Background: an optimization exercise with open tools, aiming at small area and a short achievable clock period. Do not read the settings as production practice.
Function was checked by simulation only, so behaviour that the tests miss may differ from the original.
Power and IR drop assume default switching activity.

## riscvsingle
module riscvsingle(
	clk,
	n_rst,
	PC,
	Instr,
	MemWrite,
	ALUResult,
	WriteData,
	ReadData,
	byte_enable
);
For scale: ~1300 flip-flops, roughly 170 I/O pins, ~65000 um2 of cells after synthesis.
clock: 16.5 ns
lec_check: 0
cap_margin: 20
core_margin: 2
core_utilization: 45
cts_cluster_diameter: 150
cts_cluster_size: 20
place_density: 0.6
slew_margin: 60
standard.sh (not shown) runs the stock make flow with config.mk's settings and CLKGATE_MAP_FILE= SYNTH_SCRIPT=/design/flow/synth_recipe.tcl, a recipe that flattens the netlist after the stock synthesis.
==> flow/flow/run.sh <==
#!/bin/bash
# The standard layout (the standard.sh, unchanged synthesis and steps),
# with one change: the buffers that ORFS puts on every input and output port
# are buf_2 cells instead of the default choice.
set -euo pipefail
bash standard.sh 'BUFFER_PORTS_ARGS=-buffer_cell sky130_fd_sc_hd__buf_2' finish > orfs_make.log 2>&1
==> next run, changes <==
--- a/flow/design.v
+++ b/flow/design.v
@@ -29,25 +29,26 @@
 	reg  [31:0] ALUResultM, WDM;
 	reg  [3:0]  beM;
 	reg  [4:0]  RdM;
 	reg  [2:0]  f3M;
 	reg  [1:0]  ldOfsM;        
 	reg         regWM, memWM, loadM, jumpM;
 	reg  [31:0] ResultW;
 	reg  [4:0]  RdW;
 	reg         regWW;
 	reg  [31:0] rf [1:31];
 	wire [31:0] a = AE;
-	wire [32:0] sum = {1'b0, a} + {1'b0, BE} + {32'b0, subE};
-	wire [31:0] clt0 = ~(a | BE);
-	wire [31:0] ceq0 = a ^ BE;
+	wire [31:0] bx  = subE ? ~BE : BE;
+	wire [32:0] sum = {1'b0, a} + {1'b0, bx} + {32'b0, subE};
+	wire [31:0] clt0 = ~a & BE;
+	wire [31:0] ceq0 = ~(a ^ BE);
 	wire [15:0] clt1, ceq1;
 	wire [7:0]  clt2, ceq2;
 	wire [3:0]  clt3, ceq3;
 	wire [1:0]  clt4, ceq4;
 	genvar c;
 	generate
 		for (c = 0; c < 16; c = c + 1) begin : CMP1
 			assign clt1[c] = clt0[2*c+1] | (ceq0[2*c+1] & clt0[2*c]);
 			assign ceq1[c] = ceq0[2*c+1] & ceq0[2*c];
 		end
 		for (c = 0; c < 8; c = c + 1) begin : CMP2
@@ -57,33 +58,33 @@
 		for (c = 0; c < 4; c = c + 1) begin : CMP3
 			assign clt3[c] = clt2[2*c+1] | (ceq2[2*c+1] & clt2[2*c]);
 			assign ceq3[c] = ceq2[2*c+1] & ceq2[2*c];
 		end
 		for (c = 0; c < 2; c = c + 1) begin : CMP4
 			assign clt4[c] = clt3[2*c+1] | (ceq3[2*c+1] & clt3[2*c]);
 			assign ceq4[c] = ceq3[2*c+1] & ceq3[2*c];
 		end
 	endgenerate
 	wire        ltu = clt4[1] | (ceq4[1] & clt4[0]);                
 	wire        eq  = ceq4[1] & ceq4[0];
-	wire        lt  = (ltu ^ a[31] ^ ~BE[31]) | (BE == 32'h7fff_ffff);  
+	wire        lt  = (ltu ^ a[31] ^ BE[31]) | (BE == 32'h8000_0000);   
 	function [31:0] rev32(input [31:0] x);
 		integer k;
 		for (k = 0; k < 32; k = k + 1) rev32[k] = x[31 - k];
 	endfunction
 	wire [31:0] sh_in = selSllE ? rev32(a) : a;
 	wire [32:0] sh_x  = {selSraE & a[31], sh_in};
 	wire [32:0] sh_o  = $signed(sh_x) >>> shE;
 	wire [31:0] ALUResultE =
 		({32{selSumE & validE}} & sum[31:0]) |
-		({32{selAndE & validE}} & (a & BE)) |        
+		({32{selAndE & validE}} & (a & BE)) |
 		({32{selOrE & validE}}  & (a | BE)) |
 		({32{selXorE & validE}} & (a ^ BE)) |
 		({32{selSllE & validE}} & rev32(sh_o[31:0])) |
 		({32{selSrE & validE}}  & sh_o[31:0]) |
 		{31'b0, (selSltE & validE & lt) | (selSltuE & validE & ltu)};
 	wire taken = (brEqE & validE & eq) | (brNeE & validE & ~eq) | (brLtE & validE & lt) |
 	             (brGeE & validE & ~lt) | (brLtuE & validE & ltu) | (brGeuE & validE & ~ltu);
 	wire pcsrc1 = taken | (jalE & validE);       
 	wire pcsrc2 = jalrE & validE;                
 	wire redirect = pcsrc1 | pcsrc2;
 	wire [1:0] ofs = sum[1:0];
@@ -197,23 +198,23 @@
 		else if (!lwStall)
 			PCF <= PCF + 32'd4;
 		if (!lwStall) begin
 			InstrD <= Instr;
 			jalD   <= (Instr[6:0] == 7'b110_1111);
 		end
 		if (!n_rst | redirect)
 			validD <= 1'b0;
 		else if (!lwStall)
 			validD <= 1'b1;
 		AE  <= isLui ? 32'h0 : (isAuipc ? pcm4 : rv1);
-		BE  <= (useImmB ? immBop : rv2) ^ {32{subD}};
+		BE  <= useImmB ? immBop : rv2;
 		XE  <= isStore ? rv2 : target;
 		shE <= isR ? rv2[4:0] : InstrD[24:20];
 		RdE <= rd;
 		f3E <= f3;
 		validE <= n_rst & validD & ~flushE;
 		regWE  <= regWD;
 		memWE  <= isStore;
 		loadE  <= isLoad;
 		jumpE  <= jalD | isJalr;
 		jalE   <= jalD;
 		jalrE  <= isJalr;
Count of clock-buffer cells in the layout went up by 3.
Total power falls by 6.3%.
Maximum frequency falls by 2.3%.
Cell area increases by 0.85%.
Worst hold slack gets better by 33 ps.
Worst setup slack got worse by 130 ps.
Routed wire length grows by about 1.2%.
Global-route usage is higher by 0.43 points.
Synthesized cell count came out lower by 0.45%.
Sequential power decreases by about 4%.
Via count is about the same.

run 1:
RTL: one of the versions met above, not the one the previous note started from.
For scale: roughly 1300 flip-flops, roughly 66000 um^2 of cells after synthesis.
export LEC_CHECK = 0
export CAP_MARGIN = 20
export CORE_MARGIN = 2
export CORE_UTILIZATION = 45
export CTS_CLUSTER_DIAMETER = 150
export CTS_CLUSTER_SIZE = 20
export PLACE_DENSITY = 0.6
export SLEW_MARGIN = 50
create_clock -name core_clock -period 16.5 [get_ports {clk}]
Scripts as last shown in full above: flow/flow/run.sh
Edits applied to the flow inputs when going from run 1 to run 2:
diff --git a/flow/design.v b/flow/design.v
--- a/flow/design.v
+++ b/flow/design.v
@@ -34,52 +34,26 @@
 	reg         regWM, memWM, loadM, jumpM;
 	reg  [31:0] ResultW;
 	reg  [4:0]  RdW;
 	reg         regWW;
 	reg  [31:0] rf [1:31];
 	wire [31:0] a = AE;
-	wire [31:0] bx  = subE ? ~BE : BE;
-	wire [32:0] sum = {1'b0, a} + {1'b0, bx} + {32'b0, subE};
-	wire [31:0] clt0 = ~a & BE;
-	wire [31:0] ceq0 = ~(a ^ BE);
-	wire [15:0] clt1, ceq1;
-	wire [7:0]  clt2, ceq2;
-	wire [3:0]  clt3, ceq3;
-	wire [1:0]  clt4, ceq4;
-	genvar c;
-	generate
-		for (c = 0; c < 16; c = c + 1) begin : CMP1
-			assign clt1[c] = clt0[2*c+1] | (ceq0[2*c+1] & clt0[2*c]);
-			assign ceq1[c] = ceq0[2*c+1] & ceq0[2*c];
-		end
-		for (c = 0; c < 8; c = c + 1) begin : CMP2
-			assign clt2[c] = clt1[2*c+1] | (ceq1[2*c+1] & clt1[2*c]);
-			assign ceq2[c] = ceq1[2*c+1] & ceq1[2*c];
-		end
-		for (c = 0; c < 4; c = c + 1) begin : CMP3
-			assign clt3[c] = clt2[2*c+1] | (ceq2[2*c+1] & clt2[2*c]);
-			assign ceq3[c] = ceq2[2*c+1] & ceq2[2*c];
-		end
-		for (c = 0; c < 2; c = c + 1) begin : CMP4
-			assign clt4[c] = clt3[2*c+1] | (ceq3[2*c+1] & clt3[2*c]);
-			assign ceq4[c] = ceq3[2*c+1] & ceq3[2*c];
-		end
-	endgenerate
-	wire        ltu = clt4[1] | (ceq4[1] & clt4[0]);                
-	wire        eq  = ceq4[1] & ceq4[0];
-	wire        lt  = (ltu ^ a[31] ^ BE[31]) | (BE == 32'h8000_0000);   
+	wire [32:0] sum = {1'b0, a} + {1'b0, BE} + {32'b0, subE};
+	wire        ltu = ~sum[32];                               
+	wire        lt  = (ltu ^ a[31] ^ ~BE[31]) | (BE == 32'h7fff_ffff);  
+	wire        eq  = &(a ^ BE);
 	function [31:0] rev32(input [31:0] x);
 		integer k;
 		for (k = 0; k < 32; k = k + 1) rev32[k] = x[31 - k];
 	endfunction
 	wire [31:0] sh_in = selSllE ? rev32(a) : a;
 	wire [32:0] sh_x  = {selSraE & a[31], sh_in};
 	wire [32:0] sh_o  = $signed(sh_x) >>> shE;
 	wire [31:0] ALUResultE =
 		({32{selSumE & validE}} & sum[31:0]) |
-		({32{selAndE & validE}} & (a & BE)) |
+		({32{selAndE & validE}} & (a & BE)) |        
 		({32{selOrE & validE}}  & (a | BE)) |
 		({32{selXorE & validE}} & (a ^ BE)) |
 		({32{selSllE & validE}} & rev32(sh_o[31:0])) |
 		({32{selSrE & validE}}  & sh_o[31:0]) |
 		{31'b0, (selSltE & validE & lt) | (selSltuE & validE & ltu)};
 	wire taken = (brEqE & validE & eq) | (brNeE & validE & ~eq) | (brLtE & validE & lt) |
@@ -203,13 +177,13 @@
 		end
 		if (!n_rst | redirect)
 			validD <= 1'b0;
 		else if (!lwStall)
 			validD <= 1'b1;
 		AE  <= isLui ? 32'h0 : (isAuipc ? pcm4 : rv1);
-		BE  <= useImmB ? immBop : rv2;
+		BE  <= (useImmB ? immBop : rv2) ^ {32{subD}};
 		XE  <= isStore ? rv2 : target;
 		shE <= isR ? rv2[4:0] : InstrD[24:20];
 		RdE <= rd;
 		f3E <= f3;
 		validE <= n_rst & validD & ~flushE;
 		regWE  <= regWD;
==> comparison <==
AE[15]$_SDFF_PP0_ as the startpoint of the most critical setup path was reported by run 1, and ReadData[31] by run 2. Run 1 reports its category of the critical setup timing path as reg2reg while run 2 reports in2reg. Looking at critical path depth across run 2 and run 1, the one that comes out higher is run 1. As far as die boundary width is concerned, run 2 and run 1 perform about the same. Delta (run 2 minus run 1): number of distinct library cells after synthesis went up; actual transition at the worst max-transition pin shows a reduction of 46 ps; wire length now smaller. Filler cell count in the final layout delta for run 2 relative to run 1: about 1% higher. Run 2 vs. run 1: switching power as a share of total power went up by 1.3 points, power grew by 4.2%, overall die height about even, power density of the placed cells shows an increase of about 4.4%. Taking run 1 as the reference, in run 2 detailed-route via count stayed essentially flat; die area stayed essentially flat; number of instances in the synthesized netlist rose by 31; share of the cycle needed by the critical path after routing fell by 1.4 points.

[separate check: timing with driven ports]
Ports are ideal in the flow. The routed layouts listed here were re-timed in OpenROAD.
Step 1 assumes that a clkbuf_16 drives the clock port and a buf_2 every other input.
Step 2 moves the port delays by t, midway between the first and last clock arrival at a register: inputs arrive t later, outputs are due t later. That takes back most of the time a late clock gives input paths.
Three values: ideal, step 1, step 2; two values: the first two.
run	shift t [ns]	slack for setup (ns)	clock arrival spread, ns	worst slew at a driven data input, ns
the first run of note 1	0.812	11.076 / 11.135 / 10.323	0.055 / 0.055	0.04
the second run of note 1	0.820	10.946 / 10.946 / 10.537	0.058 / 0.058	0.11
run 1	0.820	10.764 / 10.764 / 10.488	0.041 / 0.041	0.08
run 2	0.823	11.000 / 11.046 / 10.239	0.077 / 0.076	0.09
After both steps setup and hold are still met in every run listed. The setup slack of run 2, which loses most, moves by +0.046 ns with the drivers and by -0.761 ns with both steps.
